This design comes from an exercise in tuning for small area and a short achievable clock period on the open sky130 flow, not from production work.
The RTL was checked by simulation tests, not by an equivalence proof against the original design.

### flow/design.v
module Xoroshiro128StarStar (
      output [31:0] io_prngHigh,
      output [31:0] io_prngLow,
      input   io_next,
      input   clk,
      input   reset);
  reg [63:0] a0_r;
  wire [63:0] a0 = a0_r ^ 64'h21002100000001;
  reg [63:0] at_r;
  wire [63:0] at = at_r ^ 64'h2001000100000401;
  reg c16_r;
  wire c16 = c16_r ^ 1'h0;
  reg g1_r;
  wire g1 = g1_r ^ 1'h0;
  reg p1_r;
  wire p1 = p1_r ^ 1'h0;
  reg g2_r;
  wire g2 = g2_r ^ 1'h0;
  reg p2_r;
  wire p2 = p2_r ^ 1'h0;
  reg [63:0] q_r;
  wire [63:0] q = q_r ^ 64'h282800280;
  reg [31:0] rlo_r;
  wire [31:0] rlo = rlo_r ^ 32'h1680;
  reg c9_r;
  wire c9 = c9_r ^ 1'h0;
  reg h2_r;
  wire h2 = h2_r ^ 1'h0;
  reg k2_r;
  wire k2 = k2_r ^ 1'h0;
  reg [34:0] qh_r;
  wire [34:0] qh = qh_r ^ 35'h0;
  reg [63:0] out_r;
  wire [63:0] out = out_r ^ 64'h0;
  wire [63:0] a0_ = {a0[39:0], a0[63:40]} ^ at ^ (at << 16);
  wire [63:0] at_ = a0_ ^ {at[26:0], at[63:27]};
  wire [63:0] a4_ = a0_ << 2;
  wire [16:0] s0x = {1'b0, a0_[15:0]} + {1'b0, a4_[15:0]};
  wire [16:0] s1x = {1'b0, a0_[31:16]} + {1'b0, a4_[31:16]};
  wire [16:0] s2x = {1'b0, a0_[47:32]} + {1'b0, a4_[47:32]};
  wire n_c16 = s0x[16];
  wire n_g1 = s1x[16];
  wire n_p1 = &(a0_[31:16] ^ a4_[31:16]);
  wire n_g2 = s2x[16];
  wire n_p2 = &(a0_[47:32] ^ a4_[47:32]);
  wire [63:0] a4 = a0 << 2;
  wire c32 = g1 | (p1 & c16);
  wire c48 = g2 | (p2 & g1) | (p2 & p1 & c16);
  wire [15:0] m0 = a0[15:0] + a4[15:0];
  wire [16:0] m1 = {a0[31:16], 1'b1} + {a4[31:16], c16};
  wire [16:0] m2 = {a0[47:32], 1'b1} + {a4[47:32], c32};
  wire [16:0] m3 = {a0[63:48], 1'b1} + {a4[63:48], c48};
  wire [63:0] m5 = {m3[16:1], m2[16:1], m1[16:1], m0};
  wire [63:0] q_ = {m5[56:0], m5[63:57]};
  wire [63:0] q8 = q << 3;
  wire [32:0] r9 = {1'b0, q[31:0]} + {1'b0, q8[31:0]};
  wire [16:0] r2 = {1'b0, q[47:32]} + {1'b0, q8[47:32]};
  wire n_h2 = r2[16];
  wire n_k2 = &(q[47:32] ^ q8[47:32]);
  wire [34:0] qh8 = qh << 3;
  wire c948 = h2 | (k2 & c9);
  wire [16:0] o2s = {qh[18:3], 1'b1} + {qh8[18:3], c9};
  wire [16:0] o3s = {qh[34:19], 1'b1} + {qh8[34:19], c948};
  wire [15:0] o2 = o2s[16:1];
  wire [15:0] o3 = o3s[16:1];
  assign io_prngHigh = out[63:32];
  assign io_prngLow = out[31:0];
  always @ (posedge clk or posedge reset) begin
    if (reset) begin
      a0_r <= 64'h0;
      at_r <= 64'h0;
      c16_r <= 1'h0;
      g1_r <= 1'h0;
      p1_r <= 1'h0;
      g2_r <= 1'h0;
      p2_r <= 1'h0;
      q_r <= 64'h0;
      rlo_r <= 32'h0;
      c9_r <= 1'h0;
      h2_r <= 1'h0;
      k2_r <= 1'h0;
      qh_r <= 35'h0;
      out_r <= 64'h0;
    end else if (io_next) begin
      a0_r <= a0_ ^ 64'h21002100000001;
      at_r <= at_ ^ 64'h2001000100000401;
      c16_r <= n_c16 ^ 1'h0;
      g1_r <= n_g1 ^ 1'h0;
      p1_r <= n_p1 ^ 1'h0;
      g2_r <= n_g2 ^ 1'h0;
      p2_r <= n_p2 ^ 1'h0;
      q_r <= q_ ^ 64'h282800280;
      rlo_r <= r9[31:0] ^ 32'h1680;
      c9_r <= r9[32] ^ 1'h0;
      h2_r <= n_h2 ^ 1'h0;
      k2_r <= n_k2 ^ 1'h0;
      qh_r <= q[63:29] ^ 35'h0;
      out_r <= {o3, o2, rlo} ^ 64'h0;
    end
  end
endmodule
### flow/flow/run.sh
#!/bin/bash
# Own layout flow: the standard synthesis, then the combinational logic between
# the registers is mapped again by ABC for delay (registers, their names and cells are
# kept as the standard synthesis made them), then the standard ORFS flow from floorplan.
# Each tool's full output goes to a log file in the work folder.
set -euo pipefail
WORK=$(pwd)
FLOWDIR=$WORK/flow
R=$WORK/orfs/results/$FLOW_PLATFORM/Xoroshiro128StarStar/base
PLAT=$FLOW_HOME/platforms/$FLOW_PLATFORM
LIB=$PLAT/lib/sky130_fd_sc_hd__tt_025C_1v80.lib
YOSYS=$(command -v yosys || echo "$FLOW_HOME/../tools/install/yosys/bin/yosys")
D=${ABC_DELAY_PS:-1000}

bash standard.sh synth > "$WORK/log_1_standard_synth.log" 2>&1
cp "$R/1_2_yosys.v" "$WORK/standard_synth.v"

DU=$(sed -n '/DONT_USE_CELLS +=/,/^#/p' "$PLAT/config.mk" | grep -o 'sky130_fd_sc_hd__[a-z0-9_]*' | sed 's/^/-dont_use /' | tr '\n' ' ')
printf 'set_driving_cell sky130_fd_sc_hd__buf_1\nset_load 5\n' > "$WORK/abc.constr"
sed "s/@D@/$D/g" "$FLOWDIR/abc_delay.script" > "$WORK/abc_delay.script"
cat > "$WORK/remap.ys" <<EOY
read_liberty -ignore_miss_func $LIB
delete sky130_fd_sc_hd__dfrtp_* sky130_fd_sc_hd__dfstp_* sky130_fd_sc_hd__conb_1
read_verilog $FLOWDIR/stubs.v
read_verilog $WORK/standard_synth.v
hierarchy -top $FLOW_TOP
flatten
delete t:\\\$scopeinfo
opt_clean
abc -script $WORK/abc_delay.script -liberty $LIB $DU -constr $WORK/abc.constr -D $D
read_liberty -lib -overwrite $LIB
opt_clean -purge
hilomap -singleton -hicell sky130_fd_sc_hd__conb_1 HI -locell sky130_fd_sc_hd__conb_1 LO
splitnets
opt_clean -purge
rename -hide w:*.*
check -assert -mapped
stat -liberty $LIB
write_verilog -noattr -noexpr -nohex -nodec $WORK/remapped.v
EOY
"$YOSYS" -l "$WORK/log_2_remap_yosys.log" "$WORK/remap.ys" > /dev/null
cp "$WORK/remapped.v" "$R/1_2_yosys.v"
rm -f "$R/1_synth.odb" "$R/1_synth.sdc"
bash standard.sh > "$WORK/log_3_standard_flow.log" 2>&1
### flow/flow/abc_delay.script
strash
dch
map -D @D@
buffer
upsize -D @D@
dnsize -D @D@
### flow/flow/stubs.v
(* blackbox *) module sky130_fd_sc_hd__dfrtp_1 (output Q, input CLK, input D, input RESET_B); endmodule
(* blackbox *) module sky130_fd_sc_hd__dfrtp_2 (output Q, input CLK, input D, input RESET_B); endmodule
(* blackbox *) module sky130_fd_sc_hd__dfrtp_4 (output Q, input CLK, input D, input RESET_B); endmodule
(* blackbox *) module sky130_fd_sc_hd__dfstp_1 (output Q, input CLK, input D, input SET_B); endmodule
(* blackbox *) module sky130_fd_sc_hd__dfstp_2 (output Q, input CLK, input D, input SET_B); endmodule
(* blackbox *) module sky130_fd_sc_hd__dfstp_4 (output Q, input CLK, input D, input SET_B); endmodule
(* blackbox *) module sky130_fd_sc_hd__conb_1 (output HI, output LO); endmodule
### flow/standard.sh
#!/bin/bash
# synth_recipe.tcl (not shown) runs the flow's synth.tcl, then flattens the netlist and writes it again
# the make line also repeats each setting of config.mk as NAME=value (left out here)
make -C /OpenROAD-flow-scripts/flow DESIGN_CONFIG=/design/flow/config.mk WORK_HOME=/design/flow/orfs CLKGATE_MAP_FILE= SYNTH_SCRIPT=/design/flow/synth_recipe.tcl "${@:-finish}"
### flow/config.mk
export PLATFORM = sky130hd
export DESIGN_NAME = Xoroshiro128StarStar
export DESIGN_NICKNAME = Xoroshiro128StarStar
export VERILOG_FILES = /design/flow/design.v
export SDC_FILE = /design/flow/constraint.sdc
export NUM_CORES = 4
export LEC_CHECK = 0
export CAP_MARGIN = 20
export CORE_MARGIN = 2
export CORE_UTILIZATION = 40
export CTS_CLUSTER_DIAMETER = 60
export CTS_CLUSTER_SIZE = 20
export PLACE_DENSITY = 0.75
export SETUP_SLACK_MARGIN = 2.9
export SLEW_MARGIN = 20
### flow/constraint.sdc
create_clock -name core_clock -period 5.0 [get_ports {clk}]
set_input_delay 1.0000 -clock core_clock [delete_from_list [all_inputs] [get_ports {clk}]]
set_output_delay 1.0000 -clock core_clock [all_outputs]
set_load 0.01 [all_outputs]
==> results of run 1 <==
-- how the worst max path moves through the flow --
stage | slack (ps) | to
3_3_place_gp | 2140 | out_r[62]
2_1_floorplan | -420 | a0_r[0]
3_5_place_dp | 2090 | a0_r[63]
5_1_grt | 2790 | out_r[47]
4_1_cts | 2830 | io_prngHigh[8]
6_report | 2870 | io_prngLow[31]
-- through the flow --
step	utilization [%]	cells	setup TNS (ps)	setup WS (ps)
detailed placement	43.2	3617	0	2090
finish	47.5	3762	0	2870
CTS	45.2	3695	0	2830
global route	47.5	3762	0	2790
floorplan	-	2952	-139240	-421
global placement	43.2	3617	0	2140
-- cell type report --
type	instances	area, sq um
timing repair inverter	1	11.3
sequential	331	8360
fill	5072	27100
timing repair buffer	168	1320
inverter	318	1230
clock buffer	30	728
multi-input combinational	2212	11700
tap	680	851
clock inverter	22	259
-- state kept, by name, summed over array words and instances (netlist names), 32 cells and up --
register and count:
qh_r 35, rlo_r 32, out_r 64, at_r 64, a0_r 64, q_r 64
-- per-layer routing --
layer / vias to the layer above / global-route usage [%]
li1: 9972 / -
met1: 9626 / 31.3
met2: 756 / 36.7
met3: 151 / 2.98
met4: 2 / 8.96
met5: - / 0
-- what timing repair did --
| item | in CTS | in global routing |
|---|---|---|
| buffers inserted | 26 | 63 |
| gates resized for setup | 309 | 191 |
| setup endpoints to repair | 124 | 267 |
| endpoints found under the hold margin | 0 | 0 |
| pin swaps | 4 | 36 |
| gates cloned | 0 | 4 |
| hold buffers | 0 | 0 |
==> results.toml, run 1 <==
[cells_and_area]
final_cell_mix = "746 x nand2_1, 327 x nor2_1, 289 x inv_1"
final_layout_size_suffix_gt1_share_pct = 15.4
final_area_sq_um = 24400
layout.cells.most_common = "nand2_1"
antenna_cells = 0
layout.nets = 3063
area_growth_pct = 16.7

[synthesis]
syn-num-nets = 2955
syn_area_sq_um = 20900
syn_avg_cell_area_sq_um = 7.09
yosys_warnings = 1
netlist_instances = 2952

[clocking]
cts.sinks = 331
cts_tree = "built"
cts_max_level = 1
numCtsBuffers = 28
path_clk_slew_ps = 80
clockRootBuffer = "clkbuf_16"
clkLatencyLatePin_ps = 590
clockBufferDepth = 3

[route]
wl_met2_microns = 30100
totalWireLength_microns = 66100
drtIter0Drc = 2042
wl_met1_microns = 28200
wl_met3_microns = 4900
ant_nets = 0
highest_layer = "met5"
avgRoutedWirePerCell_microns = 17.6
dr.pass1.iters = 9
vias_per_cell = 5.45
drc = 0
vias = 20500

[global_route]
grt_first_pass_wirelength_microns = 99200
grtUsageTotal_pct = 22.9
overflow = 0
grt_max_degree = 175
grt_antenna_before_repair = 2
grt_pass1_vias = 18500

[sta]
finalHoldViolCount = 0
worst_pin_slew_ps = 773
period_needed_ps = 2130
rsz0062_at_grt = "yes"
relSlewSlack_pct = 48.3
maxSlewViolCount = 0
setup_viol_count_final = 0
fmax_mhz = 469
fin_crit_sh_pct = 42.7
holdWs_ps = 454
skew_ps = 14.2

[worst_setup_path]
cpLargestDelayFamily = "flip-flops"
timing.rr.end = "g2_r"
reg2reg_depth = 8
cp.arrival_ps = 1130
crit_start = "out_r[31]"
end_kind = "primary output"
worstReg2RegStart = "at_r[46]"
cp_max_fo = 2
rrSetupSlack_ps = 2880
slowest_delay_ps = 400
cp.required_ps = 4000
path_class = "register to primary output"
worst-path-stages = 1
critPathLaunchType = "register"
slowest_stage = "dfrtp_1"
crit_buf_inv = 1
path_cells = "buf_2"

[floorplan]
pin_count = 67
design.core.area_sq_um = 51500
rows = 83
die_w_microns = 233
start_util_pct = 40.7
die-area_sq_um = 54200
die_y_microns = 233

[min_path]
min_from = "rlo_r[9]"
holdPathEnd = "out_r[9]"
hold_path.class = "register to register"
whs_path_depth = 1

[run]
drv_cap = 0

[place]
hpwlAfterDp_microns = 47000
postPlaceCellArea_sq_um = 22200
numPortBuffers = 66
place_congestion = 1.02

[run_status]
status = "finished clean"
==> run 2, diff against run 1 <==
--- a/flow/config.mk
+++ b/flow/config.mk
@@ -7,7 +7,7 @@
 export LEC_CHECK = 0
 export CAP_MARGIN = 20
 export CORE_MARGIN = 2
-export CORE_UTILIZATION = 40
+export CORE_UTILIZATION = 50
 export CTS_CLUSTER_DIAMETER = 60
 export CTS_CLUSTER_SIZE = 20
 export PLACE_DENSITY = 0.75
==> results.toml, run 2 <==
[cells_and_area]
layout.nets = 3092
stdcell_count = 3645
layout.cells.most_common = "nand2_1"
fin_util_pct = 60.5
antenna_cells = 0
final_cell_mix = "735 x nand2_1, 315 x nor2_1, 277 x inv_1"
area_growth_pct = 18.7
final_layout_size_suffix_gt1_share_pct = 18.9

[worst_setup_path]
crit_start = "out_r[40]"
critPathLaunchType = "register"
cpLargestDelayFamily = "flip-flops"
end_kind = "primary output"
cp.arrival_ps = 1170
cp_max_fo = 2
cp.required_ps = 4000
path_cells = "buf_2"
slowest_delay_ps = 410
path_class = "register to primary output"
slowest_stage = "dfrtp_1"
worstReg2RegStart = "at_r[43]"
crit_buf_inv = 1

[route]
avgRoutedWirePerCell_microns = 18.9
totalWireLength_microns = 68900
drc = 0
vias = 20800
vias_per_cell = 5.71
drtIter0Drc = 2349
ant_nets = 0
dr.pass1.iters = 6

[sta]
maxSlewViolCount = 0
holdWs_ps = 442
skew_ps = 38.4
relSlewSlack_pct = 53.7
worst_pin_slew_ps = 690
period_needed_ps = 2170
fin_crit_sh_pct = 43.4
setup_ws_ps = 2830
finalHoldViolCount = 0
fmax_mhz = 461
rsz0062_at_grt = "yes"
setup_viol_count_final = 0

[global_route]
grt_pass1_vias = 18800
grt_antenna_before_repair = 0
overflow = 0
grtUsageTotal_pct = 30.5
grt_max_degree = 140
grt_first_pass_wirelength_microns = 105000

[min_path]
hold_path.class = "register to register"
min_from = "rlo_r[9]"

[place]
hpwlAfterDp_microns = 50200
pre_cts_ws_ps = 2000
numPortBuffers = 66
place_congestion = 0.987
dp.cells = 3469

[clocking]
cts_tree = "built"
numCtsBuffers = 31
clockRootBuffer = "clkbuf_16"
cts_max_level = 1
clockBufferDepth = 3
path_clk_slew_ps = 70
clkLatencyLatePin_ps = 610
cts.sinks = 331
cts-hold-fix-buffers = 0

[floorplan]
die-area_sq_um = 43500
design.core.area_sq_um = 41100
rows = 74
die_y_microns = 209
pin_count = 67
die_w_microns = 209
start_util_pct = 50.9

[synthesis]
yosys_warnings = 1
netlist_instances = 2952
syn_avg_cell_area_sq_um = 7.09
syn_area_sq_um = 20900
syn-num-nets = 2955

[run_status]
status = "finished clean"

[run]
drv_cap = 0
-- run 2: metrics by stage --
step / TNS [ps] / instance area, sq um
after floorplan: -139240 / 21000
after global placement: 0 / 22100
after detailed placement: 0 / 22100
after CTS: 0 / 23300
after global routing: 0 / 24900
final: 0 / 24900
-- run 2: cell type report --
cell class                 instances  area [sq um]
timing repair inverter             1          5.00
timing repair buffer             194          1480
tap                              532           666
multi-input combinational       2212         12000
inverter                         318          1230
clock inverter                    22           246
sequential                       331          8380
clock buffer                      35           811
fill                            3750         16300
-- run 2: final timing paths --
check / endpoint / slack [ps] / cells after the start
max: io_prngHigh[8] / 2830 / 1
min in group asynchronous: qh_r[19] / 940 / 2
min: out_r[9] / 440 / 1
min reg2reg: out_r[9] / 440 / 1
max reg2reg: g2_r / 2880 / 11
max in group asynchronous: a0_r[4] / 3050 / 3
-- run 2: timing repair --
| action | 4_1_cts | 5_1_grt |
|---|---|---|
| cloned | 0 | 2 |
| setup endpoints to repair | 187 | 153 |
| gates resized for setup | 335 | 265 |
| pin swaps | 7 | 60 |
| setup buffers | 32 | 85 |
-- run 2: metal layers --
metal	wire length, microns	track usage, %
met1	30800	44.3
met2	31000	47.8
met3	4340	2.69
met4	2750	10.6
met5	0	0
==> run 3, diff against run 2 <==
--- a/flow/config.mk
+++ b/flow/config.mk
@@ -7,9 +7,9 @@
 export LEC_CHECK = 0
 export CAP_MARGIN = 20
 export CORE_MARGIN = 2
-export CORE_UTILIZATION = 50
+export CORE_UTILIZATION = 40
 export CTS_CLUSTER_DIAMETER = 60
 export CTS_CLUSTER_SIZE = 20
-export PLACE_DENSITY = 0.75
-export SETUP_SLACK_MARGIN = 2.9
+export PLACE_DENSITY = 0.8
+export SETUP_SLACK_MARGIN = 2.8
 export SLEW_MARGIN = 20
==> results.toml, run 3 <==
[worst_setup_path]
worstReg2RegStart = "at_r[41]"
critPathLaunchType = "register"
cp_max_fo = 6
cp.arrival_ps = 2650
reg2reg_depth = 7
path_class = "register to register"
rrSetupSlack_ps = 2830
end_kind = "register"
timing.rr.end = "p2_r"
cp.required_ps = 5490

[floorplan]
die-area_sq_um = 54200
pin_count = 67
design.core.area_sq_um = 51500
rows = 83
die_w_microns = 233
die_y_microns = 233
start_util_pct = 40.7

[sta]
worst_pin_slew_ps = 614
rsz0062_at_grt = "yes"
fmax_mhz = 462
relSlewSlack_pct = 58.9
skew_ps = 25.0
finalHoldViolCount = 0
setup_viol_count_final = 0
setup_ws_ps = 2830
fin_crit_sh_pct = 43.3
period_needed_ps = 2170
maxSlewViolCount = 0

[cells_and_area]
antenna_cells = 0
fin_util_pct = 46.0
final_cell_mix = "765 x nand2_1, 336 x nor2_1, 299 x inv_1"
final_layout_size_suffix_gt1_share_pct = 11.9
area_growth_pct = 13.2
layout.cells.most_common = "nand2_1"
layout.nets = 3022
fill_cells = 5074

[global_route]
overflow = 0
grt_first_pass_wirelength_microns = 100000
grt_antenna_before_repair = 0
grt_pass1_vias = 18900
grt_max_degree = 114
grtUsageTotal_pct = 23.1

[route]
drtIter0Drc = 2084
totalWireLength_microns = 63600
dr.pass1.iters = 6
avgRoutedWirePerCell_microns = 17.1
ant_nets = 0
drc = 0
vias_per_cell = 5.51
vias = 20500

[place]
hpwlAfterDp_microns = 46700
numPortBuffers = 66
pre_cts_ws_ps = 1830
place_congestion = 1.04

[clocking]
cts_max_level = 1
cts_tree = "built"
cts.sinks = 331
clockRootBuffer = "clkbuf_16"
path_clk_slew_ps = 80
clkLatencyLatePin_ps = 600
numCtsBuffers = 29
clockBufferDepth = 3

[min_path]
whs_path_depth = 1
hold_path.class = "register to register"
holdPathEnd = "out_r[7]"
min_from = "rlo_r[7]"

[synthesis]
syn-num-nets = 2955
yosys_warnings = 1
syn_avg_cell_area_sq_um = 7.09
syn_area_sq_um = 20900
netlist_instances = 2952

[run]
drv_cap = 0

[run_status]
status = "finished clean"
run 3: worst max-delay path: stages, from the launching register on:
cell     delay [ps]
dfrtp_2         510
xor2_1          180
nand2_1         200
nand2_1         240
a22oi_2         230
o221a_2         190
nand4_1         190
o32ai_1         310
run 3: worst max-delay path by stage:
stage	start	to	slack [ps]	depth (start not counted)
after floorplan	reset	a0_r[0]	-420	1
after global placement	io_next	rlo_r[22]	1850	7
after detailed placement	io_next	rlo_r[22]	1830	7
after CTS	c16_r	q_r[5]	2770	11
after global routing	q_r[15]	rlo_r[28]	2730	10
final	at_r[41]	p2_r	2830	7
run 3: repair_timing:
item / in CTS / in global routing
pin swaps: 0 / 12
buffers inserted: 28 / 20
gates resized for setup: 283 / 122
hold buffers: 0 / 0
endpoints found under the setup margin: 145 / 52
gates cloned: 1 / 0
run 3: metal layers:
layer	up-vias	share of wire, %	wire (microns)	GRT usage, %
li1	9899	-	-	-
met1	9612	43	27300	31.3
met2	813	44	28100	36.3
met3	188	7.6	4850	3.30
met4	0	5.3	3360	10.8
met5	-	0	0	0
run 3: layout make-up:
cell class | count | area [sq um] | area share [%]
repair inverters | 1 | 8.76 | 0.0369
inverters | 318 | 1220 | 5.16
flip-flops and latches | 331 | 8340 | 35.2
well taps | 680 | 851 | 3.59
repair buffers | 126 | 861 | 3.63
clock inverters | 21 | 225 | 0.950
clock buffers | 33 | 741 | 3.12
multi-input cells | 2212 | 11500 | 48.4
run 3: through the flow:
| stage | setup TNS (ps) | cell area, sq um | hold WS (ps) | cells |
|---|---|---|---|---|
| after floorplan | -139240 | 21000 | 422 | 2952 |
| after global placement | 0 | 22200 | 434 | 3619 |
| after detailed placement | 0 | 22200 | 438 | 3619 |
| after CTS | 0 | 23200 | 452 | 3702 |
| after global routing | 0 | 23700 | 466 | 3722 |
| final | 0 | 23700 | 451 | 3722 |
==> run 4, diff against run 3 <==
--- a/flow/flow/run.sh
+++ b/flow/flow/run.sh
@@ -10,7 +10,7 @@
 PLAT=$FLOW_HOME/platforms/$FLOW_PLATFORM
 LIB=$PLAT/lib/sky130_fd_sc_hd__tt_025C_1v80.lib
 YOSYS=$(command -v yosys || echo "$FLOW_HOME/../tools/install/yosys/bin/yosys")
-D=${ABC_DELAY_PS:-1000}
+D=$(cat "$FLOWDIR/abc_delay_ps" 2>/dev/null || echo 1000)
 
 bash standard.sh synth > "$WORK/log_1_standard_synth.log" 2>&1
 cp "$R/1_2_yosys.v" "$WORK/standard_synth.v"
==> flow/flow/abc_delay_ps (new file) <==
1250
--- a/flow/config.mk
+++ b/flow/config.mk
@@ -10,6 +10,5 @@
 export CORE_UTILIZATION = 40
 export CTS_CLUSTER_DIAMETER = 60
 export CTS_CLUSTER_SIZE = 20
-export PLACE_DENSITY = 0.8
-export SETUP_SLACK_MARGIN = 2.8
+export SETUP_SLACK_MARGIN = 2.9
 export SLEW_MARGIN = 20
==> results.toml, run 4 <==
[global_route]
grt_first_pass_wirelength_microns = 103000
grtUsageTotal_pct = 24.2
overflow = 0
grt_pass1_vias = 18800
grt_max_degree = 116
grt_antenna_before_repair = 0

[worst_setup_path]
critPathLaunchType = "register"
cp.required_ps = 5460
path_class = "register to register"
cp.arrival_ps = 2600
end_kind = "register"
cp_max_fo = 4
path_cells = "a21oi_4 -> buf_12 -> o21ai_2 -> nand4_1 -> nand2_2 -> a31oi_4 -> nand4_1 -> o21ai_1 -> or2_1 -> o211ai_1 -> a21oi_2 -> a21oi_1"
slowest_delay_ps = 440
slowest_stage = "dfrtp_2"
critPathMostFrequentCell = "nand4_1"

[floorplan]
die-area_sq_um = 53800
die_y_microns = 232
pin_count = 67
design.core.area_sq_um = 51300
start_util_pct = 40.5
die_w_microns = 232
rows = 83

[synthesis]
syn-num-nets = 2855
netlist_instances = 2852
syn_area_sq_um = 20800
syn_avg_cell_area_sq_um = 7.29
yosys_warnings = 1

[clocking]
cts_max_level = 2
clkLatencyLatePin_ps = 580
path_clk_slew_ps = 80
cts_tree = "built"
numCtsBuffers = 37
cts.sinks = 331
clockRootBuffer = "clkbuf_16"
clockBufferDepth = 3
cts-hold-fix-buffers = 0

[sta]
maxSlewViolCount = 0
period_needed_ps = 2130
rsz0062_at_grt = "yes"
relSlewSlack_pct = 53.0
finalHoldViolCount = 0
fin_crit_sh_pct = 42.7
worst_pin_slew_ps = 706
fmax_mhz = 469
skew_ps = 22.4
setup_viol_count_final = 0

[cells_and_area]
antenna_cells = 0
final_area_sq_um = 25700
stdcell_count = 3748
final_layout_size_suffix_gt1_share_pct = 21.9
area_growth_pct = 23.7
layout.nets = 3043
layout.cells.most_common = "nand2_1"
fin_util_pct = 50.1
final_cell_mix = "611 x nand2_1, 350 x nor2_1, 282 x inv_1"
fill_cells = 5040

[min_path]
hold_path.class = "register to register"

[route]
vias_per_cell = 5.33
totalWireLength_microns = 66700
avgRoutedWirePerCell_microns = 17.8
drtIter0Drc = 1455
drc = 0
vias = 20000
dr.pass1.iters = 5
ant_nets = 0

[run_status]
status = "finished clean"

[place]
numPortBuffers = 66
postPlaceCellArea_sq_um = 22100
dp.cells = 3528
place_congestion = 0.952
hpwlAfterDp_microns = 48600

[run]
drv_cap = 0
==> run 4: cell count changes in the layout (fill, tap and decap cells not counted), sizes merged, moves of 5 or more <==
| cell | before | now |
|---|---|---|
| a31oi | 66 | 56 |
| nor2 | 355 | 397 |
| nor3 | 19 | 26 |
| xnor2 | 57 | 82 |
| nand4 | 63 | 49 |
| o211ai | 25 | 20 |
| buf | 125 | 232 |
| nand2 | 786 | 675 |
| inv | 324 | 338 |
| clkbuf | 33 | 39 |
| nand3 | 131 | 102 |
| and2 | 13 | 4 |
==> run 4: metal layers <==
metal  routed length [microns]  track usage (%)  vias up
li1                          -                -     9742
met1                     31400             35.0     9559
met2                     29400             37.0      557
met3                      3500             2.76      111
met4                      2400             9.58        0
met5                         0                0        -
==> run 4: worst max-delay path: cells and delay by family, from the launching register on <==
family                 cells  cell delay, ps
AOI/OAI and AO/OA          7             910
and+or+nand+nor            4             510
buffers and inverters      1             150
DFF                        1             440
==> run 4: final cells by class <==
type,count,area [sq um],area share (%)
Multi-Input combinational cell,2112,12100,47.2
Sequential cell,331,8360,32.5
Inverter,324,1250,4.85
Timing Repair Buffer,234,1820,7.06
Tap cell,680,851,3.31
Clock inverter,29,367,1.43
Clock buffer,38,940,3.65
==> run 4: path summary, 6_finish.rpt <==
kind	startpoint	endpoint	slack (ps)	cells past startpoint
min in group asynchronous	reset	out_r[45]	740	2
max	c16_r	q_r[47]	2870	12
max reg2reg	c16_r	q_r[47]	2870	12
min reg2reg	rlo_r[9]	out_r[9]	450	1
max in group asynchronous	reset	at_r[31]	3260	3
min	rlo_r[9]	out_r[9]	450	1
==> run 4: repair_timing <==
| action | CTS | global route |
|---|---|---|
| resized for setup | 385 | 231 |
| buffers inserted | 50 | 102 |
| pin swaps | 18 | 73 |
| gates cloned | 0 | 1 |
| endpoints found under the hold margin | 0 | 0 |
| endpoints found under the setup margin | 203 | 153 |
==> run 4: per-stage QoR <==
| step | TNS (ps) | hold WS (ps) | setup slack [ps] |
|---|---|---|---|
| after floorplan | -139240 | 422 | -421 |
| final | 0 | 445 | 2870 |
| after global routing | 0 | 460 | 2730 |
| after detailed placement | 0 | 445 | 2010 |
| after CTS | 0 | 439 | 2840 |
| after global placement | 0 | 431 | 2050 |
==> run 5, diff against run 4 <==
--- a/flow/flow/run.sh
+++ b/flow/flow/run.sh
@@ -10,7 +10,7 @@
 PLAT=$FLOW_HOME/platforms/$FLOW_PLATFORM
 LIB=$PLAT/lib/sky130_fd_sc_hd__tt_025C_1v80.lib
 YOSYS=$(command -v yosys || echo "$FLOW_HOME/../tools/install/yosys/bin/yosys")
-D=$(cat "$FLOWDIR/abc_delay_ps" 2>/dev/null || echo 1000)
+D=${ABC_DELAY_PS:-1000}
 
 bash standard.sh synth > "$WORK/log_1_standard_synth.log" 2>&1
 cp "$R/1_2_yosys.v" "$WORK/standard_synth.v"
==> flow/flow/abc_delay.script (replaced) <==
strash
dch
map -D @D@
strash
dch
map -D @D@
buffer
upsize -D @D@
dnsize -D @D@
removed: flow/flow/abc_delay_ps
==> results.toml, run 5 <==
[worst_setup_path]
worstReg2RegStart = "at_r[19]"
cp.arrival_ps = 1130
slowest_delay_ps = 400
path_cells = "buf_2"
crit_start = "out_r[20]"
reg2reg_depth = 5
cp_max_fo = 2
timing.rr.end = "p2_r"
crit_buf_inv = 1
critPathLaunchType = "register"
path_class = "register to primary output"
slowest_stage = "dfrtp_1"
cp.required_ps = 4000
end_kind = "primary output"
cpLargestDelayFamily = "flip-flops"
rrSetupSlack_ps = 2870

[sta]
skew_ps = 26.8
finalHoldViolCount = 0
maxSlewViolCount = 0
holdWs_ps = 449
period_needed_ps = 2130
fmax_mhz = 468
fin_crit_sh_pct = 42.7
rsz0062_at_grt = "yes"
relSlewSlack_pct = 48.2
worst_pin_slew_ps = 776
setup_viol_count_final = 0

[place]
place_congestion = 0.968
postPlaceCellArea_sq_um = 21900
hpwlAfterDp_microns = 50200
numPortBuffers = 66

[cells_and_area]
antenna_cells = 0
layout.cells.most_common = "nand2_1"
multi_input_area_sq_um = 11500
final_cell_mix = "675 x nand2_1, 312 x nor2_1, 296 x inv_1"
fill_cells = 5168
final_area_sq_um = 24800
layout.area.seq_sq_um = 8360
fin_util_pct = 48.5
area_growth_pct = 20.5
layout.nets = 3022
final_layout_size_suffix_gt1_share_pct = 17.9

[synthesis]
syn-num-nets = 2872
syn_area_sq_um = 20500
yosys_warnings = 1
netlist_instances = 2869
syn_avg_cell_area_sq_um = 7.16

[route]
vias = 20000
ant_nets = 0
avgRoutedWirePerCell_microns = 18.4
drtIter0Drc = 1526
totalWireLength_microns = 68700
drc = 0
vias_per_cell = 5.37
dr.pass1.iters = 7

[run]
drv_cap = 0

[clocking]
clockBufferDepth = 3
cts_max_level = 2
numCtsBuffers = 39
cts.sinks = 331
cts_tree = "built"
cts-hold-fix-buffers = 0
clockRootBuffer = "clkbuf_16"
clkLatencyLatePin_ps = 580
path_clk_slew_ps = 80

[global_route]
grt_antenna_before_repair = 0
grtUsageTotal_pct = 25.4
overflow = 0
grt_max_degree = 157
grt_pass1_vias = 18400
grt_first_pass_wirelength_microns = 106000

[run_status]
status = "finished clean"

[min_path]
holdPathEnd = "out_r[9]"
min_from = "rlo_r[9]"
hold_path.class = "register to register"
whs_path_depth = 1

[floorplan]
die_w_microns = 231
rows = 83
design.core.area_sq_um = 51100
start_util_pct = 40.2
die-area_sq_um = 53200
die_y_microns = 231
pin_count = 67
run 5: per-stage QoR:
stage | std cells | setup TNS (ps) | worst slack, ps
final | 3726 | 0 | 2870
after global routing | 3726 | 0 | 2780
after detailed placement | 3548 | 0 | 2180
after floorplan | 2869 | -139240 | -421
after CTS | 3662 | 0 | 2800
after global placement | 3548 | 0 | 2190
run 5: worst reg2reg max path: stages (launching register included):
cell and delay, ps:
dfrtp_1 490, xnor2_2 320, xor2_2 470, xor2_1 250
o2111ai_1 170, o41ai_2 330
run 5: final cells by class:
type                       count  area share [%]
clock inverter                24            1.23
inverter                     328            5.10
multi-input combinational   2132            46.4
sequential                   331            33.8
tap                          680            3.44
clock buffer                  44            4.14
timing repair buffer         187            5.90
run 5: worst max-delay path by stage:
stage	end	slack, ps	depth (start not counted)
final	io_prngLow[20]	2870	1
after global routing	rlo_r[30]	2780	9
after CTS	g2_r	2800	10
after detailed placement	k2_r	2180	7
after global placement	k2_r	2190	7
after floorplan	a0_r[0]	-420	1
run 5: what timing repair did:
| item | in CTS | in global routing |
|---|---|---|
| buffers inserted | 46 | 64 |
| resized for setup | 345 | 207 |
| endpoints found under the setup margin | 147 | 144 |
| pin swaps | 12 | 50 |
run 5: per-layer routing:
layer  vias to the layer above  track usage, %  wire [microns]
met5                         -               0               0
met4                         0            8.95            2380
met3                       113            2.61            3690
met2                       543            39.0           30400
met1                      9531            37.0           32200
li1                       9823               -               -
==> run 6, diff against run 5 <==
==> flow/flow/abc_delay.script (replaced) <==
strash
dch
map -D @D@
strash
dch
map -D @D@
strash
dch
map -D @D@
buffer
upsize -D @D@
dnsize -D @D@
--- a/flow/config.mk
+++ b/flow/config.mk
@@ -10,5 +10,6 @@
 export CORE_UTILIZATION = 40
 export CTS_CLUSTER_DIAMETER = 60
 export CTS_CLUSTER_SIZE = 20
+export PLACE_DENSITY = 0.8
 export SETUP_SLACK_MARGIN = 2.9
 export SLEW_MARGIN = 20
==> results.toml, run 6 <==
[run_status]
status = "finished clean"

[worst_setup_path]
end_kind = "primary output"
critPathLaunchType = "register"
slowest_stage = "dfrtp_1"
cpLargestDelayFamily = "flip-flops"
cp.required_ps = 4000
path_class = "register to primary output"
cp.arrival_ps = 1170
crit_start = "out_r[43]"
slowest_delay_ps = 410
crit_buf_inv = 1
path_cells = "buf_2"
cp_max_fo = 2
worstReg2RegStart = "a0_r[4]"

[sta]
setup-tns-final_ps = 0
period_needed_ps = 2170
maxSlewViolCount = 0
rsz0062_at_grt = "yes"
fmax_mhz = 462
relSlewSlack_pct = 43.9
skew_ps = 37.2
fin_crit_sh_pct = 43.3
setup_viol_count_final = 0
finalHoldViolCount = 0
worst_pin_slew_ps = 841
setup_ws_ps = 2830

[clocking]
cts.sinks = 331
cts_tree = "built"
numCtsBuffers = 29
clkLatencyLatePin_ps = 610
clockBufferDepth = 3
clockRootBuffer = "clkbuf_16"
cts_max_level = 1
path_clk_slew_ps = 80

[cells_and_area]
final_layout_size_suffix_gt1_share_pct = 16.0
multi_input_area_sq_um = 11200
antenna_cells = 0
area_growth_pct = 17.3
fill_cells = 4813
layout.nets = 2987
fin_util_pct = 47.7
layout.cells.most_common = "nand2_1"
final_area_sq_um = 24000
final_cell_mix = "656 x nand2_1, 344 x nor2_1, 311 x inv_1"
layout.area.seq_sq_um = 8360

[place]
numPortBuffers = 66
hpwlAfterDp_microns = 43700
pre_cts_ws_ps = 2010
place_congestion = 0.975
postPlaceCellArea_sq_um = 21800

[route]
wl_met2_microns = 28400
avgRoutedWirePerCell_microns = 16.7
totalWireLength_microns = 61600
ant_nets = 0
vias = 20100
highest_layer = "met4"
wl_met3_microns = 4620
drtIter0Drc = 1975
drc = 0
vias_per_cell = 5.47
dr.pass1.iters = 6
wl_met1_microns = 26400

[synthesis]
syn_avg_cell_area_sq_um = 7.15
yosys_warnings = 1
syn-num-nets = 2870
netlist_instances = 2867
syn_area_sq_um = 20500

[floorplan]
die_w_microns = 230
die-area_sq_um = 53100
die_y_microns = 230
design.core.area_sq_um = 50400
rows = 82
pin_count = 67
start_util_pct = 40.7

[global_route]
grt_first_pass_wirelength_microns = 95100
grtUsageTotal_pct = 21.9
grt_antenna_before_repair = 0
overflow = 0
grt_pass1_vias = 18100
grt_max_degree = 204

[min_path]
min_from = "rlo_r[9]"
hold_path.class = "register to register"

[run]
drv_cap = 0
==> run 6: changes by cell type in the layout (fill, tap and decap cells not counted), sizes merged, moves of 9 or more <==
| cell | previous run | this run |
|---|---|---|
| a21boi | 13 | 4 |
| buf | 186 | 162 |
| clkbuf | 44 | 32 |
| inv | 337 | 353 |
| nand2 | 718 | 696 |
| nand3 | 120 | 105 |
| nor2 | 343 | 373 |
| nor3 | 29 | 20 |
| xnor2 | 56 | 46 |
==> run 6: worst paths after layout <==
check | endpoint | slack, ps | cells past startpoint
worst max-delay path | io_prngHigh[11] | 2830 | 1
worst min-delay path | out_r[9] | 450 | 1
worst max register to register | q_r[22] | 2940 | 9
worst min register to register | out_r[9] | 450 | 1
max in group asynchronous | a0_r[10] | 3250 | 3
min in group asynchronous | out_r[59] | 890 | 3
==> run 6: per-stage QoR <==
step,hold slack (ps),instances
after floorplan,422,2867
after global placement,433,3534
after detailed placement,450,3534
after CTS,456,3617
after global routing,480,3678
final,452,3678
==> run 6: layer usage <==
metal  track usage (%)  vias to the layer above
li1                  -                     9727
met1              30.1                     9527
met2              35.8                      745
met3              2.78                      134
met4              7.18                        0
met5                 0                        -
==> run 6: timing repair <==
action                     in CTS  in global routing
gates cloned                    0                  2
pin swaps                       1                 41
gates resized for setup       296                219
setup buffers                  30                 59
setup endpoints to repair     114                153
hold buffers                    0                  0
==> run 6: final cells by class <==
cell class              instances  share of cell area [%]
multi-input cells            2112                    46.6
flip-flops and latches        331                    34.8
inverters                     345                    5.54
repair buffers                164                    5.11
well taps                     672                    3.50
clock buffers                  31                    3.13
clock inverters                22                    1.36
repair inverters                1                  0.0468
==> run 7, diff against run 6 <==
==> flow/flow/abc_delay.script (replaced) <==
strash
dch
map -D @D@
buffer
upsize -D @D@
dnsize -D @D@
--- a/flow/config.mk
+++ b/flow/config.mk
@@ -10,6 +10,5 @@
 export CORE_UTILIZATION = 40
 export CTS_CLUSTER_DIAMETER = 60
 export CTS_CLUSTER_SIZE = 20
-export PLACE_DENSITY = 0.8
 export SETUP_SLACK_MARGIN = 2.9
 export SLEW_MARGIN = 20
==> results.toml, run 7 <==
[clocking]
cts.sinks = 331
cts_tree = "built"
path_clk_slew_ps = 70
clockRootBuffer = "clkbuf_16"
clkLatencyLatePin_ps = 580
cts-hold-fix-buffers = 0
cts_max_level = 2
clockBufferDepth = 3
numCtsBuffers = 38

[cells_and_area]
fill_cells = 5204
final_cell_mix = "729 x nand2_1, 316 x nor2_1, 279 x inv_1"
antenna_cells = 0
layout.area.seq_sq_um = 8380
layout.cells.most_common = "nand2_1"
area_growth_pct = 21.4
final_layout_size_suffix_gt1_share_pct = 19.2
multi_input_area_sq_um = 12000
layout.nets = 3107

[synthesis]
yosys_warnings = 1
netlist_instances = 2952
syn_area_sq_um = 20900
syn_avg_cell_area_sq_um = 7.09
syn-num-nets = 2955

[sta]
finalHoldViolCount = 0
rsz0062_at_grt = "yes"
holdWs_ps = 440
maxSlewViolCount = 0
period_needed_ps = 2150
worst_pin_slew_ps = 677
setup_viol_count_final = 0
skew_ps = 21.3
fin_crit_sh_pct = 43.0
relSlewSlack_pct = 54.9
fmax_mhz = 465

[worst_setup_path]
crit_buf_inv = 1
cp.arrival_ps = 1150
cp.required_ps = 4000
crit_start = "out_r[38]"
cp_max_fo = 2
path_cells = "buf_6"
critPathLaunchType = "register"
cpLargestDelayFamily = "flip-flops"
reg2reg_depth = 10
worstReg2RegStart = "at_r[17]"
rrSetupSlack_ps = 2950
end_kind = "primary output"
path_class = "register to primary output"
timing.rr.end = "p2_r"
slowest_stage = "dfrtp_1"
slowest_delay_ps = 440

[floorplan]
die-area_sq_um = 54200
rows = 83
start_util_pct = 40.7
die_w_microns = 233
pin_count = 67
die_y_microns = 233
design.core.area_sq_um = 51500

[route]
ant_nets = 0
dr.pass1.iters = 6
avgRoutedWirePerCell_microns = 19.4
vias = 20700
vias_per_cell = 5.44
totalWireLength_microns = 73800
highest_layer = "met4"
wl_met2_microns = 32800
wl_met3_microns = 4100
drc = 0
wl_met1_microns = 34200
drtIter0Drc = 1844

[min_path]
holdPathEnd = "out_r[12]"
whs_path_depth = 1
hold_path.class = "register to register"
min_from = "rlo_r[12]"

[global_route]
grt_antenna_before_repair = 0
grt_first_pass_wirelength_microns = 111000
grt_max_degree = 113
grtUsageTotal_pct = 26.5
overflow = 0
grt_pass1_vias = 19000

[place]
numPortBuffers = 66
hpwlAfterDp_microns = 52400
place_congestion = 0.961

[run]
drv_cap = 0

[run_status]
status = "finished clean"
[run 7: worst max-delay path by stage]
stage	endpoint	slack (ps)	cells after the start
after floorplan	a0_r[0]	-420	1
after global placement	k2_r	1910	7
after detailed placement	k2_r	1940	7
after CTS	io_prngHigh[6]	2830	1
after global routing	q_r[22]	2800	9
final	io_prngHigh[6]	2850	1
[run 7: layer usage]
| layer | GRT usage (%) | up-vias |
|---|---|---|
| met3 | 3.24 | 125 |
| met1 | 37.7 | 9929 |
| met5 | 0 | - |
| met2 | 41.7 | 611 |
| li1 | - | 10100 |
| met4 | 8.98 | 0 |
[run 7: area by class of cell]
class,instances,share of cell area (%)
Timing Repair inverter,2,0.0541
Timing Repair Buffer,201,6.19
Multi-Input combinational cell,2212,47.2
Clock inverter,24,1.24
Sequential cell,331,32.9
Clock buffer,44,4.20
Tap cell,680,3.35
Inverter,318,4.84
[run 7: what timing repair did]
item | in CTS | in global routing
gates resized for setup | 356 | 244
cloned | 2 | 3
endpoints found under the hold margin | 0 | 0
setup endpoints to repair | 291 | 248
buffers inserted | 42 | 79
pin swaps | 9 | 59
[run 7: through the flow]
| stage | setup TNS (ps) | setup slack [ps] | instance area [sq um] | utilization (%) | instances |
|---|---|---|---|---|---|
| final | 0 | 2850 | 25400 | 49.4 | 3812 |
| after CTS | 0 | 2830 | 24000 | 46.5 | 3730 |
| after floorplan | -139240 | -421 | 21000 | - | 2952 |
| after detailed placement | 0 | 1940 | 22200 | 43.1 | 3618 |
| after global placement | 0 | 1910 | 22200 | 43.1 | 3618 |
| after global routing | 0 | 2800 | 25400 | 49.4 | 3812 |
==> run 8, diff against run 7 <==
==> flow/flow/abc_delay.script (replaced) <==
strash
dch
map -D @D@
strash
dch
map -D @D@
strash
dch
map -D @D@
buffer
upsize -D @D@
dnsize -D @D@
==> results.toml, run 8 <==
[run_status]
status = "finished clean"

[sta]
finalHoldViolCount = 0
relSlewSlack_pct = 47.4
period_needed_ps = 2140
worst_pin_slew_ps = 789
fmax_mhz = 466
setup_viol_count_final = 0
maxSlewViolCount = 0
skew_ps = 20.6
fin_crit_sh_pct = 42.9
rsz0062_at_grt = "yes"
holdWs_ps = 446

[clocking]
cts_tree = "built"
cts-hold-fix-buffers = 0
numCtsBuffers = 36
clockRootBuffer = "clkbuf_16"
cts_max_level = 2
cts.sinks = 331
clockBufferDepth = 3
path_clk_slew_ps = 70
clkLatencyLatePin_ps = 560

[cells_and_area]
fill_cells = 4968
layout.cells.most_common = "nand2_1"
layout.area.seq_sq_um = 8370
final_cell_mix = "648 x nand2_1, 335 x nor2_1, 309 x inv_1"
area_growth_pct = 20.0
layout.nets = 3014
final_layout_size_suffix_gt1_share_pct = 17.6
final_area_sq_um = 24600
fin_util_pct = 48.8
multi_input_area_sq_um = 11400

[synthesis]
syn_avg_cell_area_sq_um = 7.15
syn-num-nets = 2870
syn_area_sq_um = 20500
yosys_warnings = 1
netlist_instances = 2867

[run]
drv_cap = 0

[worst_setup_path]
timing.rr.end = "rlo_r[10]"
worstReg2RegStart = "q_r[4]"
crit_start = "out_r[25]"
critPathLaunchType = "register"
cp.arrival_ps = 1140
cp_max_fo = 2
cpLargestDelayFamily = "flip-flops"
slowest_stage = "dfrtp_1"
path_cells = "buf_2"
cp.required_ps = 4000
reg2reg_depth = 8
rrSetupSlack_ps = 2930
end_kind = "primary output"
slowest_delay_ps = 430
path_class = "register to primary output"
crit_buf_inv = 1
worst-path-stages = 1
setup.worst_path.end = "io_prngLow[25]"

[route]
dr.pass1.iters = 6
avgRoutedWirePerCell_microns = 18.3
drtIter0Drc = 1825
totalWireLength_microns = 67900
ant_nets = 0
vias = 20000
vias_per_cell = 5.38
drc = 0

[global_route]
grt_first_pass_wirelength_microns = 103000
overflow = 0
grt_pass1_vias = 18400
grt_antenna_before_repair = 0
grtUsageTotal_pct = 24.7
grt_max_degree = 192

[floorplan]
rows = 82
die-area_sq_um = 53100
start_util_pct = 40.7
design.core.area_sq_um = 50400
pin_count = 67
die_w_microns = 230
die_y_microns = 230

[place]
hpwlAfterDp_microns = 49100
place_congestion = 0.962
numPortBuffers = 66
postPlaceCellArea_sq_um = 21800

[min_path]
hold_path.class = "register to register"
-- run 8: changes by cell type in the layout (fill, tap and decap cells not counted), moves of 12 or more --
cell and change:
a21oi_1 +39, buf_4 -16, a22oi_1 +14, nand4_1 -20, nand2_1 -81, a31oi_1 -29, inv_1 +30, xor2_1 -12
nor2_1 +19, nand3_1 -24
-- run 8: per-stage QoR --
step | setup slack [ps] | cells | TNS, ps
CTS | 2820 | 3627 | 0
detailed placement | 2040 | 3534 | 0
global placement | 2080 | 3534 | 0
global route | 2800 | 3709 | 0
floorplan | -421 | 2867 | -139240
finish | 2860 | 3710 | 0
-- run 8: repair_timing --
item,CTS,global route
resized for setup,306,259
pin swaps,3,43
setup buffers,29,79
cloned,0,3
hold endpoints to repair,0,0
setup endpoints to repair,151,181
-- run 8: layer usage --
| metal | global-route usage [%] | routed length (microns) | vias up |
|---|---|---|---|
| li1 | - | - | 9775 |
| met1 | 35.2 | 32100 | 9542 |
| met2 | 37.1 | 29800 | 538 |
| met3 | 5.08 | 3930 | 96 |
| met4 | 8.47 | 2060 | 0 |
| met5 | 0 | 0 | - |
-- run 8: cell type report --
cell class	instances	area share, %
Clock inverter	20	0.941
Tap cell	672	3.42
Sequential cell	331	34.0
Multi-Input combinational cell	2112	46.3
Antenna cell	1	0.0102
Timing Repair Buffer	185	5.93
Inverter	345	5.39
Clock buffer	44	4.03
-- run 8: how the worst min path moves through the flow --
stage / start / to / slack [ps] / cells past startpoint
4_1_cts: rlo_r[7] / out_r[7] / 450 / 1
2_1_floorplan: rlo_r[10] / out_r[10] / 420 / 1
5_1_grt: rlo_r[7] / out_r[7] / 470 / 1
6_report: rlo_r[9] / out_r[9] / 450 / 1
3_3_place_gp: rlo_r[7] / out_r[7] / 430 / 1
3_5_place_dp: rlo_r[7] / out_r[7] / 430 / 1
==> run 9, diff against run 8 <==
--- a/flow/config.mk
+++ b/flow/config.mk
@@ -10,5 +10,6 @@
 export CORE_UTILIZATION = 40
 export CTS_CLUSTER_DIAMETER = 60
 export CTS_CLUSTER_SIZE = 20
+export PLACE_DENSITY = 0.65
 export SETUP_SLACK_MARGIN = 2.9
 export SLEW_MARGIN = 20
==> results.toml, run 9 <==
[route]
vias_per_cell = 5.42
totalWireLength_microns = 69600
vias = 20200
avgRoutedWirePerCell_microns = 18.7
drc = 0
drtIter0Drc = 1540
dr.pass1.iters = 6
ant_nets = 0

[worst_setup_path]
setup.worst_path.end = "io_prngLow[25]"
path_cells = "buf_6"
slowest_delay_ps = 450
critPathLaunchType = "register"
cpLargestDelayFamily = "flip-flops"
reg2reg_depth = 11
timing.rr.end = "rlo_r[27]"
crit_start = "out_r[25]"
cp_max_fo = 2
slowest_stage = "dfrtp_2"
cp.arrival_ps = 1170
worst-path-stages = 1
crit_buf_inv = 1
end_kind = "primary output"
worstReg2RegStart = "q_r[3]"
rrSetupSlack_ps = 2880
cp.required_ps = 4000
path_class = "register to primary output"

[clocking]
clockRootBuffer = "clkbuf_16"
cts_max_level = 2
cts-hold-fix-buffers = 0
cts.sinks = 331
numCtsBuffers = 37
cts_tree = "built"
clkLatencyLatePin_ps = 590
path_clk_slew_ps = 70
clockBufferDepth = 3

[sta]
period_needed_ps = 2170
maxSlewViolCount = 0
finalHoldViolCount = 0
setup-tns-final_ps = 0
relSlewSlack_pct = 50.9
fmax_mhz = 461
worst_pin_slew_ps = 737
rsz0062_at_grt = "yes"
setup_viol_count_final = 0
holdWs_ps = 438
skew_ps = 19.9
fin_crit_sh_pct = 43.4

[cells_and_area]
multi_input_area_sq_um = 11500
final_area_sq_um = 24900
final_cell_mix = "642 x nand2_1, 332 x nor2_1, 305 x inv_1"
layout.nets = 3032
layout.cells.most_common = "nand2_1"
fill_cells = 4941
area_growth_pct = 21.3
antenna_cells = 0
final_layout_size_suffix_gt1_share_pct = 19.2
layout.area.seq_sq_um = 8370

[floorplan]
die_y_microns = 230
rows = 82
design.core.area_sq_um = 50400
die-area_sq_um = 53100
pin_count = 67
start_util_pct = 40.7
die_w_microns = 230

[place]
place_congestion = 0.955
hpwlAfterDp_microns = 50200
numPortBuffers = 66
postPlaceCellArea_sq_um = 21800

[synthesis]
yosys_warnings = 1
syn-num-nets = 2870
syn_avg_cell_area_sq_um = 7.15
netlist_instances = 2867
syn_area_sq_um = 20500

[global_route]
overflow = 0
grt_antenna_before_repair = 0
grt_first_pass_wirelength_microns = 105000
grtUsageTotal_pct = 25.2
grt_max_degree = 188
grt_pass1_vias = 18400

[min_path]
hold_path.class = "register to register"

[run]
drv_cap = 0

[run_status]
status = "finished clean"
-- run 9: cell type report --
| cell class | instances | area share (%) |
|---|---|---|
| Sequential cell | 331 | 33.7 |
| Multi-Input combinational cell | 2112 | 46.3 |
| Clock buffer | 44 | 4.07 |
| Inverter | 345 | 5.37 |
| Timing Repair inverter | 1 | 0.0453 |
| Clock inverter | 24 | 0.997 |
| Timing Repair Buffer | 201 | 6.20 |
| Tap cell | 672 | 3.38 |
-- run 9: timing repair --
| action | 4_1_cts | 5_1_grt |
|---|---|---|
| gates cloned | 0 | 2 |
| pin swaps | 1 | 71 |
| setup endpoints to repair | 197 | 166 |
| buffers inserted | 30 | 93 |
| gates resized for setup | 320 | 281 |
-- run 9: metrics by stage --
step / util, % / cells / setup slack, ps
floorplan: - / 2867 / -421
global placement: 43.4 / 3537 / 2030
detailed placement: 43.4 / 3537 / 1990
CTS: 46.1 / 3635 / 2800
global route: 49.3 / 3730 / 2750
finish: 49.3 / 3730 / 2830
-- run 9: metal layers --
layer | global-route usage, % | share of wire [%]
met1 | 35.8 | 46
met2 | 39.9 | 46
met3 | 4.43 | 6.4
met4 | 6.37 | 2.2
met5 | 0 | 0
-- run 9: worst min-delay path by stage --
stage,startpoint,to,slack (ps),cells past startpoint
5_1_grt,rlo_r[10],out_r[10],470,1
4_1_cts,rlo_r[9],out_r[9],440,1
3_5_place_dp,rlo_r[9],out_r[9],430,1
6_report,rlo_r[9],out_r[9],440,1
2_1_floorplan,rlo_r[10],out_r[10],420,1
3_3_place_gp,rlo_r[9],out_r[9],430,1
==> run 10, diff against run 9 <==
==> flow/flow/abc_delay.script (replaced) <==
strash
dch
map -D @D@
buffer
upsize -D @D@
dnsize -D @D@
--- a/flow/config.mk
+++ b/flow/config.mk
@@ -10,6 +10,6 @@
 export CORE_UTILIZATION = 40
 export CTS_CLUSTER_DIAMETER = 60
 export CTS_CLUSTER_SIZE = 20
-export PLACE_DENSITY = 0.65
-export SETUP_SLACK_MARGIN = 2.9
+export PLACE_DENSITY = 0.75
+export SETUP_SLACK_MARGIN = 3.0
 export SLEW_MARGIN = 20
==> results.toml, run 10 <==
[run_status]
status = "finished clean"

[worst_setup_path]
crit_buf_inv = 1
critPathLaunchType = "register"
cp_max_fo = 2
slowest_stage = "dfrtp_1"
slowest_delay_ps = 400
rrSetupSlack_ps = 2950
path_cells = "buf_2"
timing.rr.end = "q_r[0]"
cp.required_ps = 4000
cp.arrival_ps = 1150
reg2reg_depth = 10
end_kind = "primary output"
path_class = "register to primary output"
cpLargestDelayFamily = "flip-flops"
worstReg2RegStart = "p1_r"

[sta]
setup_viol_count_final = 0
fin_crit_sh_pct = 43.1
setup-tns-final_ps = 0
fmax_mhz = 464
rsz0062_at_grt = "yes"
relSlewSlack_pct = 43.3
setup_ws_ps = 2850
worst_pin_slew_ps = 846
maxSlewViolCount = 0
period_needed_ps = 2150
finalHoldViolCount = 0
skew_ps = 33.3

[place]
place_congestion = 0.991
numPortBuffers = 66
dp.cells = 3619
hpwlAfterDp_microns = 46400
pre_cts_ws_ps = 1970

[cells_and_area]
layout.nets = 3201
multi_input_area_sq_um = 12700
final_cell_mix = "680 x nand2_1, 299 x nor2_1, 253 x inv_1"
final_layout_size_suffix_gt1_share_pct = 26.1
area_growth_pct = 27.0
antenna_cells = 0
fin_util_pct = 51.6
layout.area.seq_sq_um = 8400
layout.cells.most_common = "nand2_1"
stdcell_count = 3900
fill_cells = 4713

[clocking]
numCtsBuffers = 28
clockBufferDepth = 3
clockRootBuffer = "clkbuf_16"
cts_tree = "built"
clkLatencyLatePin_ps = 610
cts.sinks = 331
path_clk_slew_ps = 80
cts_max_level = 1

[floorplan]
die_y_microns = 233
die-area_sq_um = 54200
design.core.area_sq_um = 51500
pin_count = 67
start_util_pct = 40.7
die_w_microns = 233
rows = 83

[route]
vias_per_cell = 5.56
dr.pass1.iters = 6
vias = 21700
drc = 0
ant_nets = 0
drtIter0Drc = 2006
totalWireLength_microns = 68900
avgRoutedWirePerCell_microns = 17.7

[global_route]
grt_pass1_vias = 19100
gr-usage-met1_pct = 31.3
use_met3_pct = 3.77
grt_max_degree = 140
grt_first_pass_wirelength_microns = 102000
met2_usage_pct = 37.5
grt_antenna_before_repair = 0
grtUsageTotal_pct = 23.4
overflow = 0
grt-busiest-layer = "met2"

[min_path]
min_from = "rlo_r[7]"
holdPathEnd = "out_r[7]"
whs_path_depth = 1
hold_path.class = "register to register"

[synthesis]
netlist_instances = 2952
yosys_warnings = 1
syn-num-nets = 2955
syn_avg_cell_area_sq_um = 7.09
syn_area_sq_um = 20900

[run]
drv_cap = 0
## run 10: how the worst max path moves through the flow
| stage | endpoint | startpoint | cells past startpoint |
|---|---|---|---|
| floorplan | a0_r[0] | reset | 1 |
| global placement | rlo_r[22] | io_next | 8 |
| detailed placement | rlo_r[22] | io_next | 8 |
| CTS | io_prngHigh[9] | out_r[41] | 1 |
| global route | rlo_r[25] | q_r[16] | 11 |
| finish | io_prngHigh[24] | out_r[56] | 1 |
## run 10: area by class of cell
class | instances | share of cell area [%]
clock buffer | 30 | 2.74
sequential | 331 | 31.6
inverter | 318 | 4.69
clock inverter | 22 | 1.05
tap | 680 | 3.20
multi-input combinational | 2212 | 47.6
timing repair buffer | 305 | 9.06
timing repair inverter | 2 | 0.0517
## run 10: layer usage
metal  vias to the layer above  wire [microns]
met5                         -               0
met3                       199            5720
met1                     10300           28300
met2                       938           31400
met4                         0            3390
li1                      10300               -
## run 10: per-stage QoR
| stage | hold slack, ps | cell area, sq um |
|---|---|---|
| floorplan | 422 | 21000 |
| global placement | 430 | 22300 |
| detailed placement | 444 | 22300 |
| CTS | 458 | 24100 |
| global route | 489 | 26600 |
| finish | 460 | 26600 |
## run 10: repair_timing
| item | in CTS | in global routing |
|---|---|---|
| setup buffers | 73 | 151 |
| gates resized for setup | 425 | 393 |
| pin swaps | 28 | 120 |
| endpoints found under the setup margin | 184 | 307 |
| hold buffers | 0 | 0 |
| gates cloned | 2 | 3 |
## run 10: worst register-to-register path, delay by kind of cell (launching register included)
family	cells	cell delay [ps]
AO/OA/AOI/OAI	4	640
flip-flops	1	440
buffers and inverters	2	300
AND/OR/NAND/NOR	4	610
==> run 11, diff against run 10 <==
==> flow/flow/abc_delay.script (replaced) <==
strash
dch
map -D @D@
strash
dch
map -D @D@
strash
dch
map -D @D@
buffer
upsize -D @D@
dnsize -D @D@
--- a/flow/config.mk
+++ b/flow/config.mk
@@ -10,6 +10,6 @@
 export CORE_UTILIZATION = 40
 export CTS_CLUSTER_DIAMETER = 60
 export CTS_CLUSTER_SIZE = 20
-export PLACE_DENSITY = 0.75
-export SETUP_SLACK_MARGIN = 3.0
+export PLACE_DENSITY = 0.7
+export SETUP_SLACK_MARGIN = 2.95
 export SLEW_MARGIN = 20
==> results.toml, run 11 <==
[route]
ant_nets = 0
avgRoutedWirePerCell_microns = 17.1
drc = 0
drtIter0Drc = 1867
vias_per_cell = 5.38
totalWireLength_microns = 63600
vias = 20100
dr.pass1.iters = 6

[worst_setup_path]
cp_max_fo = 2
cp.required_ps = 4000
cp.arrival_ps = 1150
slowest_delay_ps = 390
path_cells = "buf_2"
crit_buf_inv = 1
critPathLaunchType = "register"
end_kind = "primary output"
slowest_stage = "dfrtp_1"
path_class = "register to primary output"
cpLargestDelayFamily = "flip-flops"

[synthesis]
syn-num-nets = 2870
netlist_instances = 2867
yosys_warnings = 1
syn_avg_cell_area_sq_um = 7.15
syn_area_sq_um = 20500

[clocking]
cts_tree = "built"
clockRootBuffer = "clkbuf_16"
numCtsBuffers = 31
cts-hold-fix-buffers = 0
cts_max_level = 1
path_clk_slew_ps = 80
clockBufferDepth = 3
cts.sinks = 331
clkLatencyLatePin_ps = 620

[global_route]
overflow = 0
grt_max_degree = 121
grtUsageTotal_pct = 23.1
grt_antenna_before_repair = 0
grt_pass1_vias = 18400
grt_first_pass_wirelength_microns = 99000

[place]
pre_cts_ws_ps = 1840
dp.cells = 3536
place_congestion = 0.950
numPortBuffers = 66
hpwlAfterDp_microns = 43800

[sta]
finalHoldViolCount = 0
fin_crit_sh_pct = 43.1
relSlewSlack_pct = 53.7
fmax_mhz = 464
rsz0062_at_grt = "yes"
period_needed_ps = 2150
maxSlewViolCount = 0
holdWs_ps = 448
setup_viol_count_final = 0
skew_ps = 38.4
worst_pin_slew_ps = 694
setup_ws_ps = 2850

[cells_and_area]
final_cell_mix = "635 x nand2_1, 330 x nor2_1, 298 x inv_1"
area_growth_pct = 21.2
final_layout_size_suffix_gt1_share_pct = 20.2
layout.nets = 3031
fin_util_pct = 49.3
stdcell_count = 3725
layout.cells.most_common = "nand2_1"
fill_cells = 4897
antenna_cells = 0

[floorplan]
design.core.area_sq_um = 50400
die-area_sq_um = 53100
rows = 82
die_w_microns = 230
pin_count = 67
start_util_pct = 40.7
die_y_microns = 230

[run]
drv_cap = 0

[run_status]
status = "finished clean"

[min_path]
hold_path.class = "register to register"
==> run 11: per-layer routing <==
metal | vias to the layer above | GRT usage, % | routed length (microns)
met1 | 9462 | 32.5 | 28400
met3 | 115 | 3.67 | 4350
met4 | 0 | 8.61 | 2240
li1 | 9823 | - | -
met2 | 652 | 35.8 | 28600
met5 | - | 0 | 0
==> run 11: area by class of cell <==
cell class	count	area, sq um	area share (%)
multi-input combinational	2112	11600	46.7
clock inverter	23	255	1.03
timing repair buffer	206	1620	6.50
tap	672	841	3.38
sequential	331	8380	33.7
clock buffer	35	821	3.30
timing repair inverter	1	8.76	0.0353
inverter	345	1330	5.33
==> run 11: path summary, 6_finish.rpt <==
kind	slack (ps)	end	startpoint	cells past startpoint
setup / recovery	2850	io_prngHigh[25]	out_r[57]	1
hold / removal	450	a0_r[63]	at_r[63]	1
setup reg to reg	2930	q_r[6]	a0_r[55]	11
hold reg to reg	450	a0_r[63]	at_r[63]	1
max in group asynchronous	3270	out_r[18]	reset	3
min in group asynchronous	770	qh_r[21]	reset	2
==> run 11: through the flow <==
stage / TNS [ps] / cell area, sq um
2_1_floorplan: -139240 / 20500
3_3_place_gp: 0 / 21800
3_5_place_dp: 0 / 21800
4_1_cts: 0 / 23100
5_1_grt: 0 / 24800
6_report: 0 / 24800
==> run 11: what timing repair did <==
item	in CTS	in global routing
buffers inserted	35	93
pin swaps	7	75
gates cloned	3	0
gates resized for setup	318	320
endpoints found under the setup margin	309	139

## separate check: timing with driven ports
No port has a modelled driver above. Below, the same layouts with a new extraction and two added sets of constraints.
Step 1 (the two cells are an assumption about what drives the block):
set clk [get_ports {clk}]
set_driving_cell -lib_cell sky130_fd_sc_hd__clkbuf_16 $clk
set_driving_cell -lib_cell sky130_fd_sc_hd__buf_2 [delete_from_list [all_inputs] $clk]
Step 2 moves the port delays by t, midway between the first and last clock arrival at a register: inputs arrive t later, outputs are due t later. That takes back most of the time a late clock gives input paths.
a / b / c = ideal / step 1 / step 2; a / b = the first two.
run | t, ns | setup slack, ns | worst setup path after step 2
run 1 | 0.635 | 2.866 / 2.812 / 2.353 | input to register
run 2 | 0.649 | 2.832 / 2.776 / 2.273 | input to register
run 3 | 0.647 | 2.834 / 2.790 / 2.264 | input to register
run 4 | 0.627 | 2.867 / 2.829 / 2.382 | input to register
run 5 | 0.625 | 2.865 / 2.809 / 2.349 | input to register
run 6 | 0.643 | 2.835 / 2.780 / 2.400 | input to register
run 7 | 0.626 | 2.848 / 2.788 / 2.354 | input to register
run 8 | 0.611 | 2.856 / 2.795 / 2.302 | input to register
run 9 | 0.633 | 2.829 / 2.771 / 2.288 | input to register
run 10 | 0.655 | 2.846 / 2.785 / 2.334 | input to register
run 11 | 0.657 | 2.847 / 2.789 / 2.331 | input to register
After both steps every run listed still meets setup and hold. For run 3, which loses most, drivers alone change the setup slack by -0.044 ns; drivers and shift together by -0.570 ns.
